Source: an optimization exercise on an open RTL-to-GDS flow (aim: small area and a short achievable clock period). Production flows keep margins and buffers that such runs may drop.
At most, simulation tests tie the RTL to the original design; equivalence was not proved.
No activity file was given, so power comes from the tool's default toggle rates.

==> flow/design.v <==
`timescale 1ns / 1ps
module entropy_encode_dc_coefficients #(parameter ADDER = 0) (
	input clk,
	input reset_n,
	input in_valid,
	input in_first,
	input [15:0] DcCoeff,
	output out_valid,
	output [31:0] codeword,
	output [5:0] codeword_length
);
reg first_pending;
wire is_first = in_first | first_pending;
reg [15:0] x1;
reg [15:0] pp;        
reg        v1, f1;
always @(posedge clk) begin
	if (!reset_n) begin
		first_pending <= 1'b1;
		v1 <= 1'b0;
	end else begin
		if (in_valid) first_pending <= 1'b0;
		v1 <= in_valid;
	end
	if (in_valid) x1 <= DcCoeff;
	pp <= ~(DcCoeff ^ (x1 & {16{~is_first}}));
	f1 <= is_first;
end
reg        sgn;       
wire [15:0] gg = ~pp & (x1 ^ {16{sgn}});
wire        eq = &pp;                                    
wire [15:0] g0 = {gg[15:1], gg[0] | pp[0]};
wire [16:0] c;
assign c[0] = 1'b1;
genvar b;
generate
	if (ADDER == 1) begin : g_ripple
		for (b = 0; b < 16; b = b + 1) begin : g_r
			assign c[b+1] = g0[b] | (pp[b] & c[b]);
		end
	end else begin : g_sklansky
		wire [15:0] G0 = g0, P0 = pp;
		wire [15:0] G1, P1, G2, P2, G3, P3, G4, P4;
		for (b = 0; b < 16; b = b + 1) begin : g_l0
			if (b & 1) begin : g_node
				assign G1[b] = G0[b] | (P0[b] & G0[((b >> 0) << 0) - 1]);
				assign P1[b] = P0[b] & P0[((b >> 0) << 0) - 1];
			end else begin : g_pass
				assign G1[b] = G0[b];
				assign P1[b] = P0[b];
			end
		end
		for (b = 0; b < 16; b = b + 1) begin : g_l1
			if (b & 2) begin : g_node
				assign G2[b] = G1[b] | (P1[b] & G1[((b >> 1) << 1) - 1]);
				assign P2[b] = P1[b] & P1[((b >> 1) << 1) - 1];
			end else begin : g_pass
				assign G2[b] = G1[b];
				assign P2[b] = P1[b];
			end
		end
		for (b = 0; b < 16; b = b + 1) begin : g_l2
			if (b & 4) begin : g_node
				assign G3[b] = G2[b] | (P2[b] & G2[((b >> 2) << 2) - 1]);
				assign P3[b] = P2[b] & P2[((b >> 2) << 2) - 1];
			end else begin : g_pass
				assign G3[b] = G2[b];
				assign P3[b] = P2[b];
			end
		end
		for (b = 0; b < 16; b = b + 1) begin : g_l3
			if (b & 8) begin : g_node
				assign G4[b] = G3[b] | (P3[b] & G3[((b >> 3) << 3) - 1]);
				assign P4[b] = P3[b] & P3[((b >> 3) << 3) - 1];
			end else begin : g_pass
				assign G4[b] = G3[b];
				assign P4[b] = P3[b];
			end
		end
		assign c[16:1] = G4;
	end
endgenerate
wire [15:0] e = pp ^ c[15:0];
wire        e16 = pp[15] ^ c[16];
wire [16:0] m = {e ^ {16{e16}}, e16};
wire d_neg = sgn ? (~e16 & ~eq) : e16;
always @(posedge clk) begin
	if (in_valid & is_first) sgn <= 1'b0;
	else if (v1) sgn <= d_neg & ~f1;
end
reg [16:0] m2;
reg        v2, f2;
reg [1:0]  cls;    
always @(posedge clk) begin
	if (!reset_n) v2 <= 1'b0;
	else v2 <= v1;
	m2 <= m;
	f2 <= f1;
end
wire [1:0] mcls = (m2 == 17'd0) ? 2'd0 :
                  (m2 <= 17'd2) ? 2'd1 :
                  (m2 <= 17'd4) ? 2'd2 : 2'd3;
always @(posedge clk) begin
	if (v2) cls <= f2 ? 2'd3 : mcls;
end
wire cF = f2;
wire c0 = ~f2 & (cls == 2'd0);
wire c1 = ~f2 & (cls == 2'd1);
wire c2 = ~f2 & (cls == 2'd2);
wire c3 = ~f2 & (cls == 2'd3);
wire mlt4 = (m2[16:2] == 15'd0);      
wire [17:0] lowk;     
assign lowk = cF ? 18'h1f : c1 ? 18'h1 : c3 ? 18'h7 : 18'h0;
wire [16:0] mm = m2 | lowk[16:0];
wire [17:0] cin;      
assign cin[0] = 1'b1;
genvar j;
generate for (j = 1; j < 18; j = j + 1) begin : g_carry
	assign cin[j] = &mm[j-1:0];
end endgenerate
wire inc = ~c2;
wire [17:0] s;
assign s[16:0] = m2 ^ (cin[16:0] & ~lowk[16:0] & {17{inc}});
assign s[17] = inc & cin[17];
wire [17:0] cw = {s[17:3], s[2] | (c2 & mlt4), s[1:0]};
wire [16:0] w = m2 | {12'b0, cF, cF, cF | c3 | c2, cF | c3, cF | c3 | c1};
wire all1 = inc & w[0] & (&(~w[16:1] | w[15:0]));
wire [3:0] nz = {|w[15:12], |w[11:8], |w[7:4], |w[3:0]};
wire [1:0] hi = {nz[3] | nz[2], nz[3] | (~nz[2] & nz[1])};
wire [3:0] nib = nz[3] ? w[15:12] : nz[2] ? w[11:8] : nz[1] ? w[7:4] : w[3:0];
wire [1:0] lo = {nib[3] | nib[2], nib[3] | (~nib[2] & nib[1])};
wire [4:0] flw = w[16] ? 5'd16 : {1'b0, hi, lo};
wire [1:0] sh = cF ? 2'd2 : (c3 | (c2 & mlt4)) ? 2'd1 : 2'd0;
wire [4:0] half = flw + {4'b0, all1} - {3'b0, sh};
wire [5:0] len = {half, c0 | (c2 & mlt4)};
reg        v3;
reg [17:0] cw3;
reg [5:0]  len3;
always @(posedge clk) begin
	if (!reset_n) v3 <= 1'b0;
	else v3 <= v2;
	cw3 <= cw;
	len3 <= len;
end
assign out_valid = v3;
assign codeword = {14'h0, cw3};
assign codeword_length = len3;
endmodule
==> flow/config.mk <==
export PLATFORM = sky130hd
export DESIGN_NAME = entropy_encode_dc_coefficients
export DESIGN_NICKNAME = entropy_encode_dc_coefficients
export VERILOG_FILES = /design/flow/design.v
export SDC_FILE = /design/flow/constraint.sdc
export NUM_CORES = 4
export LEC_CHECK = 0
export ABC_AREA = 1
export CAP_MARGIN = 20
export CORE_MARGIN = 2
export CORE_UTILIZATION = 65
export CTS_CLUSTER_DIAMETER = 200
export CTS_CLUSTER_SIZE = 50
export SETUP_SLACK_MARGIN = 2.7
export SLEW_MARGIN = 20
==> flow/constraint.sdc <==
create_clock -name core_clock -period 5.0 [get_ports {clk}]
set_input_delay 1.0000 -clock core_clock [delete_from_list [all_inputs] [get_ports {clk}]]
set_output_delay 1.0000 -clock core_clock [all_outputs]
set_load 0.01 [all_outputs]
standard.sh (not shown) runs the stock make flow with config.mk's settings and CLKGATE_MAP_FILE= SYNTH_SCRIPT=/design/flow/synth_recipe.tcl, a recipe that flattens the netlist after the stock synthesis.
==> flow/flow/run.sh <==
#!/bin/bash
# The standard layout with two changes:
#  - the input and output ports are buffered with plain buffers instead of
#    the delay buffers buffer_ports picks by default;
#  - synthesis leaves adders to ABC instead of mapping them to full/half-adder
#    cells first (ADDER_MAP_FILE empty); registers are unchanged.
# make's full output goes to make.log in the work folder; ORFS keeps each
# tool's log under orfs/logs/.
set -euo pipefail
cd "$(dirname "$0")/.."
bash standard.sh "BUFFER_PORTS_ARGS=-buffer_cell sky130_fd_sc_hd__buf_2" "ADDER_MAP_FILE=" finish > make.log 2>&1
Edit:
--- a/flow/design.v
+++ b/flow/design.v
@@ -10,26 +10,21 @@
 	output [5:0] codeword_length
 );
 reg first_pending;
 wire is_first = in_first | first_pending;
 reg [15:0] x1;
-reg [15:0] pp;        
-reg        v1, f1;
 always @(posedge clk) begin
-	if (!reset_n) begin
-		first_pending <= 1'b1;
-		v1 <= 1'b0;
-	end else begin
-		if (in_valid) first_pending <= 1'b0;
-		v1 <= in_valid;
-	end
+	if (!reset_n) first_pending <= 1'b1;
+	else if (in_valid) first_pending <= 1'b0;
 	if (in_valid) x1 <= DcCoeff;
-	pp <= ~(DcCoeff ^ (x1 & {16{~is_first}}));
-	f1 <= is_first;
 end
+wire [15:0] pp = ~(DcCoeff ^ (x1 & {16{~is_first}}));
+wire f1 = is_first;
+wire v1 = in_valid;
+wire [15:0] xin = DcCoeff;
 reg        sgn;       
-wire [15:0] gg = ~pp & (x1 ^ {16{sgn}});
+wire [15:0] gg = ~pp & (xin ^ {16{sgn & ~is_first}});
 wire        eq = &pp;                                    
 wire [15:0] g0 = {gg[15:1], gg[0] | pp[0]};
 wire [16:0] c;
 assign c[0] = 1'b1;
 genvar b;
@@ -91,11 +86,11 @@
 reg [16:0] m2;
 reg        v2, f2;
 reg [1:0]  cls;    
 always @(posedge clk) begin
 	if (!reset_n) v2 <= 1'b0;
-	else v2 <= v1;
+	else v2 <= in_valid;
 	m2 <= m;
 	f2 <= f1;
 end
 wire [1:0] mcls = (m2 == 17'd0) ? 2'd0 :
                   (m2 <= 17'd2) ? 2'd1 :
Outcome:
- worst hold slack gets better by 0.13 ns
- wire length is higher by well over a third
- sequential share of layout area is lower by 9.3 points
- worst setup slack gets worse by 0.75 ns
- clock-buffer cell count is higher by 1
- cell area is higher by a few percent
No functional check of the RTL was part of the second run of this note.


// entropy_encode_dc_coefficients: RTL as listed in full above, without the edits since
export LEC_CHECK = 0
export ABC_AREA = 1
export CAP_MARGIN = 20
export CORE_MARGIN = 2
export CORE_UTILIZATION = 65
export CTS_CLUSTER_DIAMETER = 200
export CTS_CLUSTER_SIZE = 50
export SETUP_SLACK_MARGIN = 2.8
export SLEW_MARGIN = 20
create_clock -name core_clock -period 5.0 [get_ports {clk}]
Scripts as last shown in full above: flow/flow/run.sh
Edit:
--- a/flow/design.v
+++ b/flow/design.v
@@ -98,18 +98,22 @@
 	f2 <= f1;
 end
 wire [1:0] mcls = (m2 == 17'd0) ? 2'd0 :
                   (m2 <= 17'd2) ? 2'd1 :
                   (m2 <= 17'd4) ? 2'd2 : 2'd3;
+wire [1:0] ncls = ~v2 ? cls : f2 ? 2'd3 : mcls;
 always @(posedge clk) begin
 	if (v2) cls <= f2 ? 2'd3 : mcls;
 end
+reg c0, c1, c2, c3;
+always @(posedge clk) begin
+	c0 <= ~f1 & (ncls == 2'd0);
+	c1 <= ~f1 & (ncls == 2'd1);
+	c2 <= ~f1 & (ncls == 2'd2);
+	c3 <= ~f1 & (ncls == 2'd3);
+end
 wire cF = f2;
-wire c0 = ~f2 & (cls == 2'd0);
-wire c1 = ~f2 & (cls == 2'd1);
-wire c2 = ~f2 & (cls == 2'd2);
-wire c3 = ~f2 & (cls == 2'd3);
 wire mlt4 = (m2[16:2] == 15'd0);      
 wire [17:0] lowk;     
 assign lowk = cF ? 18'h1f : c1 ? 18'h1 : c3 ? 18'h7 : 18'h0;
 wire [16:0] mm = m2 | lowk[16:0];
 wire [17:0] cin;      
@@ -121,19 +125,29 @@
 wire inc = ~c2;
 wire [17:0] s;
 assign s[16:0] = m2 ^ (cin[16:0] & ~lowk[16:0] & {17{inc}});
 assign s[17] = inc & cin[17];
 wire [17:0] cw = {s[17:3], s[2] | (c2 & mlt4), s[1:0]};
-wire [16:0] w = m2 | {12'b0, cF, cF, cF | c3 | c2, cF | c3, cF | c3 | c1};
-wire all1 = inc & w[0] & (&(~w[16:1] | w[15:0]));
-wire [3:0] nz = {|w[15:12], |w[11:8], |w[7:4], |w[3:0]};
-wire [1:0] hi = {nz[3] | nz[2], nz[3] | (~nz[2] & nz[1])};
-wire [3:0] nib = nz[3] ? w[15:12] : nz[2] ? w[11:8] : nz[1] ? w[7:4] : w[3:0];
-wire [1:0] lo = {nib[3] | nib[2], nib[3] | (~nib[2] & nib[1])};
-wire [4:0] flw = w[16] ? 5'd16 : {1'b0, hi, lo};
+wire [17:0] t;
+generate for (j = 1; j < 18; j = j + 1) begin : g_therm
+	if (j < 17) begin : g_or
+		assign t[j] = (|m2[16:j]) | (inc & cin[j]) | (c2 & (j <= 2));
+	end else begin : g_top
+		assign t[j] = inc & cin[j];
+	end
+end endgenerate
+assign t[0] = 1'b1;
 wire [1:0] sh = cF ? 2'd2 : (c3 | (c2 & mlt4)) ? 2'd1 : 2'd0;
-wire [4:0] half = flw + {4'b0, all1} - {3'b0, sh};
+wire [19:0] tx = {2'b00, t};
+wire [17:0] u = (sh == 2'd2) ? tx[19:2] : (sh == 2'd1) ? tx[18:1] : tx[17:0];
+reg [4:0] half;
+integer i;
+always @(*) begin
+	half = 5'd0;
+	for (i = 1; i < 18; i = i + 1)
+		if (u[i] & ~u[(i < 17) ? i + 1 : 17] | (i == 17 & u[17])) half = i;
+end
 wire [5:0] len = {half, c0 | (c2 & mlt4)};
 reg        v3;
 reg [17:0] cw3;
 reg [5:0]  len3;
 always @(posedge clk) begin
What happened:
- The new run finished with timing, DRC and antenna clean
- routed wire length goes up by 37%
- via count goes up by 31%
- combinational power goes down by 8.5%
- synthesized cell count came out higher by 32%
- total power goes down by 0.99%
- flip-flop and latch count climbs by 4
- clock power increases by 13%
- non-clock buffer count went up by 4
- register-to-register slack is worse by 0.02 ns
- worst hold slack gets better by 0.041 ns
- design area increases by 13%
- setup slack gets worse by 0.022 ns
- clock-buffer cell count is unchanged
For the second run of this note, only the layout was checked, not whether the RTL still works.

[what the ideal ports hide]
In the flow no input, the clock included, has a driving cell. The finished layouts below were timed again as built, in two steps.
Step 1 assumes that a clkbuf_16 drives the clock port and a buf_2 every other input.
Step 2, shift: input delay + t, output delay - t, t = (earliest + latest rising clock arrival at the registers) / 2. This alone moves slack from input paths to output paths.
a / b / c = ideal ports / drivers / drivers and shift; a / b = the first two.
| run | shift t [ns] | slack for setup (ns) | clock arrival spread, ns | worst register clock-pin slew, ns |
|---|---|---|---|---|
| the first run of note 1 | 0.377 | 2.957 / 2.957 / 2.839 | 0.008 / 0.009 | 0.09 / 0.09 |
| the second run of note 1 | 0.385 | 2.206 / 2.185 / 1.800 | 0.010 / 0.010 | 0.08 / 0.08 |
| the first run of note 2 | 0.376 | 2.977 / 2.977 / 2.822 | 0.008 / 0.008 | 0.09 / 0.09 |
| the second run of note 2 | 0.395 | 2.955 / 2.955 / 2.874 | 0.017 / 0.017 | 0.11 / 0.11 |
After both steps every run listed still meets setup and hold. The setup slack of the second run of note 1, which loses most, moves by -0.021 ns with the drivers and by -0.406 ns with both steps.
